What follows belongs to an exercise in optimizing a design on an open flow for small area; a production flow would make more cautious choices. Function was checked by simulation only, so behaviour that the tests miss may differ from the original.

==> job 2901 <==
==> flow/design.v (excerpt) <==
module uart_core #(
    parameter DATA_WIDTH = 8,
    parameter BAUD_RATE  = 9600,
    parameter CLK_FREQ   = 12_000_000
) (
    input  logic                  clk,
    input  logic                  rstn,
    input  logic [DATA_WIDTH-1:0] tx_data,
    input  logic                  tx_valid,
    output logic                  tx_ready,
    output logic                  tx,
    input  logic                  rx,
    output logic [DATA_WIDTH-1:0] rx_data,
    output logic                  rx_valid,
    input  logic                  rx_ready
);
==> module uart_tx, before the edit <==
module uart_tx (
    output logic       sig,
    output logic       ready,
    input  logic [7:0] data,
    input  logic       valid,
    input  logic       clk,
    input  logic       rstn
);
  localparam logic [10:0] LFSR_X = 11'b00000000000;
  localparam logic [10:0] LFSR_Y = 11'b01111001010;
  localparam logic [10:0] LFSR_T = 11'b00010001001;
  logic [10:0] tmr;
  logic [ 9:0] frame;
  logic        ready_r;
  wire bit_end  = (tmr == LFSR_T);
  wire upper0   = (frame[9:2] == 8'd0);
  wire last_bit = upper0 & frame[1];
  wire in_tail  = upper0 & ~frame[1];
  always_ff @(posedge clk) begin
    if (!rstn) ready_r <= 1'b1;
    else if (ready_r) ready_r <= ~valid;
    else if (bit_end & in_tail) ready_r <= 1'b1;
    if (ready_r) begin
      frame <= {1'b1, data, 1'b0};
      tmr   <= LFSR_X;
    end else if (bit_end) begin
      frame <= {1'b0, frame[9:1]};
      tmr   <= last_bit ? LFSR_Y : LFSR_X;
    end else begin
      tmr <= {tmr[9:0], ~(tmr[10] ^ tmr[8])};
    end
  end
  assign sig   = ready_r | frame[0];
  assign ready = ready_r;
endmodule
==> module uart_rx, before the edit <==
module uart_rx (
    input  logic       sig,
    input  logic       ready,
    output logic [7:0] data,
    output logic       valid,
    input  logic       clk,
    input  logic       rstn
);
  localparam logic [10:0] LFSR_X = 11'b00000000000;
  localparam logic [10:0] LFSR_Y = 11'b01111001010;
  localparam logic [10:0] LFSR_T = 11'b00010001001;
  function automatic logic maj3(input logic a, input logic b, input logic c);
    maj3 = (a & b) | (a & c) | (b & c);
  endfunction
  logic [1:0] sampling_cnt;
  logic [4:0] sig_q;
  logic       rx_d;
  logic       sig_r;
  always_ff @(posedge clk) begin
    rx_d <= sig;
    if (!rstn) begin
      sampling_cnt <= 2'd0;
      sig_q        <= 5'b11111;
    end else begin
      if (sampling_cnt == 2'd1) sig_q <= {rx_d, sig_q[4:1]};
      sampling_cnt <= sampling_cnt + 2'd1;
    end
  end
  assign sig_r = maj3(sig_q[4], maj3(sig_q[0], sig_q[1], sig_q[2]),
                      maj3(sig_q[2], sig_q[3], maj3(sig_q[0], sig_q[1], sig_q[3])));
  logic        busy;      
  logic        stopped;   
  logic [10:0] tmr;
  logic [ 8:0] shreg;     
  wire bit_end = (tmr == LFSR_T);
  wire done    = busy & shreg[0] & (bit_end | stopped);
  always_ff @(posedge clk) begin
    if (!rstn) busy <= 1'b0;
    else if (!busy) busy <= ~sig_r;
    else if (done & sig_r) busy <= 1'b0;
    stopped <= done & ~sig_r;
    if (!busy) begin
      shreg <= 9'b1_0000_0000;
      tmr   <= LFSR_Y;
    end else begin
      if (bit_end & ~shreg[0]) shreg <= {sig_r, shreg[8:1]};
      if (bit_end) tmr <= LFSR_X;
      else tmr <= {tmr[9:0], ~(tmr[10] ^ tmr[8])};
    end
  end
  logic [7:0] data_r;
  logic       valid_r;
  always_ff @(posedge clk) begin
    if (!rstn) begin
      data_r  <= 8'd0;
      valid_r <= 1'b0;
    end else if (done & !valid_r) begin
      valid_r <= 1'b1;
      data_r  <= shreg[8:1];
    end else if (valid_r & ready) begin
      valid_r <= 1'b0;
    end
  end
  assign data  = data_r;
  assign valid = valid_r;
endmodule
clock: 83.33 ns
lec_check: 0
cap_margin: 20
core_margin: 2
core_utilization: 40
slew_margin: 20
standard.sh (not shown) runs the stock make flow with config.mk's settings and CLKGATE_MAP_FILE= SYNTH_SCRIPT=/design/flow/synth_recipe.tcl, a recipe that flattens the netlist after the stock synthesis.
==> flow/flow/run.sh <==
#!/bin/bash
# Layout flow: the standard flow (standard.sh, standard synthesis unchanged), with
#  1. the combinational logic of the synthesized netlist re-mapped by an area-oriented ABC
#     script (flip-flops untouched: same instances, names and cell types); the re-mapped
#     netlist is used only if it has the same flip-flops and a SAT proof shows its logic
#     equal to the standard netlist's, else the standard netlist is kept;
#  2. port buffers of sky130_fd_sc_hd__buf_1 instead of the default cell;
#  3. a clock tree of clkbuf_4 cells without dummy loads.
# Each tool's output goes to a log file of its own in the work folder.
set -euo pipefail
cd "$(dirname "$0")/.."
W=$(pwd)
F=$W/flow
PLAT=${FLOW_PLATFORM:-sky130hd}
R=$W/orfs/results/$PLAT/uart_core/base
LIB=$FLOW_HOME/platforms/$PLAT/lib/sky130_fd_sc_hd__tt_025C_1v80.lib
YOSYS=$(command -v yosys || echo "$FLOW_HOME/../tools/install/yosys/bin/yosys")
PY=$(command -v python3)

export BUFFER_PORTS_ARGS="-buffer_cell sky130_fd_sc_hd__buf_1"
export CTS_ARGS="-sink_clustering_enable -repair_clock_nets -dont_use_dummy_load -buf_list sky130_fd_sc_hd__clkbuf_4 -sink_clustering_size 20 -sink_clustering_max_diameter 100"

bash standard.sh synth > log_standard_synth.log 2>&1

cp "$R/1_2_yosys.v" remap_standard.v
sed -e "s#@LIB@#$LIB#g" -e "s#@ABC@#$F/remap.abc#g" "$F/remap.ys" > remap_run.ys
sed -e "s#@LIB@#$LIB#g" "$F/equiv.ys" > equiv_run.ys
use=0
if "$YOSYS" -s remap_run.ys > log_remap_yosys.log 2>&1 \
  && "$PY" "$F/cutff.py" remap_standard.v cut_standard.v > ff_standard.txt 2> log_cutff.log \
  && "$PY" "$F/cutff.py" remap_new.v cut_new.v > ff_new.txt 2>> log_cutff.log \
  && cmp -s ff_standard.txt ff_new.txt \
  && [ -s ff_new.txt ] \
  && "$YOSYS" -s equiv_run.ys > log_equiv_yosys.log 2>&1; then
  use=1
fi
echo "remapped netlist used: $use" > remap_status.txt
if [ "$use" = 1 ]; then
  cp remap_new.v "$R/1_2_yosys.v"
  rm -f "$R/1_synth.odb" "$R/1_synth.sdc"
fi

bash standard.sh finish > log_standard_finish.log 2>&1
Other scripts of this flow, unchanged in this note and not shown: flow/flow/cutff.py, flow/flow/equiv.ys, flow/flow/remap.abc, flow/flow/remap.ys
==> inputs of job 5267, as changes to job 2901 <==
--- a/flow/design.v
+++ b/flow/design.v
@@ -8,5 +8,5 @@
 );
-  localparam logic [10:0] LFSR_X = 11'b00000000000;
-  localparam logic [10:0] LFSR_Y = 11'b01111001010;
-  localparam logic [10:0] LFSR_T = 11'b00010001001;
+  localparam logic [10:0] LFSR_X = 11'b11011001010;
+  localparam logic [10:0] LFSR_Y = 11'b01001000001;
+  localparam logic [10:0] LFSR_T = 11'b00000000000;
   logic [10:0] tmr;
@@ -18,2 +18,7 @@
   wire in_tail  = upper0 & ~frame[1];
+  wire        shift = ~ready_r & bit_end;
+  wire        hold  = ~ready_r & ~bit_end;
+  wire [ 9:0] frame_d = ({10{ready_r}} & {1'b1, data, 1'b0})
+                      | ({10{shift}}   & {1'b0, frame[9:1]})
+                      | ({10{hold}}    & frame);
   always_ff @(posedge clk) begin
@@ -22,11 +27,6 @@
     else if (bit_end & in_tail) ready_r <= 1'b1;
-    if (ready_r) begin
-      frame <= {1'b1, data, 1'b0};
-      tmr   <= LFSR_X;
-    end else if (bit_end) begin
-      frame <= {1'b0, frame[9:1]};
-      tmr   <= last_bit ? LFSR_Y : LFSR_X;
-    end else begin
-      tmr <= {tmr[9:0], ~(tmr[10] ^ tmr[8])};
-    end
+    frame <= frame_d;
+    if (ready_r) tmr <= LFSR_X;
+    else if (bit_end) tmr <= last_bit ? LFSR_Y : LFSR_X;
+    else tmr <= {tmr[9:0], ~(tmr[10] ^ tmr[8])};
   end
@@ -43,5 +43,5 @@
 );
-  localparam logic [10:0] LFSR_X = 11'b00000000000;
-  localparam logic [10:0] LFSR_Y = 11'b01111001010;
-  localparam logic [10:0] LFSR_T = 11'b00010001001;
+  localparam logic [10:0] LFSR_X = 11'b11011001010;
+  localparam logic [10:0] LFSR_Y = 11'b01001000001;
+  localparam logic [10:0] LFSR_T = 11'b00000000000;
   function automatic logic maj3(input logic a, input logic b, input logic c);
@@ -66,3 +66,2 @@
   logic        busy;      
-  logic        stopped;   
   logic [10:0] tmr;
@@ -70,3 +69,3 @@
   wire bit_end = (tmr == LFSR_T);
-  wire done    = busy & shreg[0] & (bit_end | stopped);
+  wire done    = busy & shreg[0] & bit_end;
   always_ff @(posedge clk) begin
@@ -75,3 +74,2 @@
     else if (done & sig_r) busy <= 1'b0;
-    stopped <= done & ~sig_r;
     if (!busy) begin
@@ -79,6 +77,7 @@
       tmr   <= LFSR_Y;
+    end else if (bit_end) begin
+      if (!shreg[0]) shreg <= {sig_r, shreg[8:1]};
+      tmr <= shreg[0] ? LFSR_T : LFSR_X;
     end else begin
-      if (bit_end & ~shreg[0]) shreg <= {sig_r, shreg[8:1]};
-      if (bit_end) tmr <= LFSR_X;
-      else tmr <= {tmr[9:0], ~(tmr[10] ^ tmr[8])};
+      tmr <= {tmr[9:0], ~(tmr[10] ^ tmr[8])};
     end
==> summary.txt <==
item                                                                                  job 2901                           job 5267
Pin count of the biggest net entering global routing                                        22                                 34
Timing-limited maximum frequency                                                      55.2 MHz                           54.4 MHz
Critical register-to-register path endpoint             uart_rx_instance.shreg[8]$_SDFFE_PN1P_  uart_tx_instance.frame[6]$_DFF_P_
TAP cells                                                                                   70                                 72
Total of fill cells in the finished design                                                 513                                564
Result of the run                                                               finished clean                     finished clean
Net count after synthesis                                                                  205                                243
Post-Place Worst Slack                                                               65,140 ps                          65,330 ps
Post-DR vias/cell                                                                         4.89                               5.49
Inverter count of the layout excluding clock inverters                                      26                                  4
Number of rows created at floorplan                                                         26                                 27
Die footprint                                                                         5710 µm²                           6510 µm²
Post-Syn Area per Cell                                                                10.7 µm²                           10.3 µm²
Detailed-route wire length per cell                                                    11.8 µm                            13.8 µm
Final core utilization                                                                   45.7%                              45.2%
Synthesized netlist cell count                                                             192                                229
Reg2reg setup slack                                                                  80,540 ps                          81,170 ps
Placer congestion estimate                                                               0.738                              0.761
Hold Path Stages                                                                             2                                  1

-- static timing again, ports no longer ideal --
Ports are ideal in the flow. The routed layouts listed here were re-timed in OpenROAD. Step 1 (the two cells are an assumption about what drives the block):
set clk [get_ports {clk}]
set_driving_cell -lib_cell sky130_fd_sc_hd__clkbuf_16 $clk
set_driving_cell -lib_cell sky130_fd_sc_hd__buf_2 [delete_from_list [all_inputs] $clk]
Step 2 times the ports against the registers' clock, not the clock port: input delays grow and output delays shrink by t, the midpoint of the rising clock arrivals with the driver on. Three values: ideal, step 1, step 2; two values: the first two.
run	t (ns)	slack for setup (ns)	worst hold slack (ns)	slew at the worst register clock pin (ns)	worst data-port slew with drivers (ns)
job 2901	0.394	65.212 / 65.186 / 65.140	0.419 / 0.419 / 0.419	0.10 / 0.10	0.03
job 5267	0.410	64.936 / 64.911 / 65.322	0.439 / 0.439 / 0.439	0.12 / 0.12	0.04
After both steps every run listed still meets setup and hold. For job 2901, which loses most, drivers alone change the setup slack by -0.026 ns; drivers and shift together by -0.072 ns.
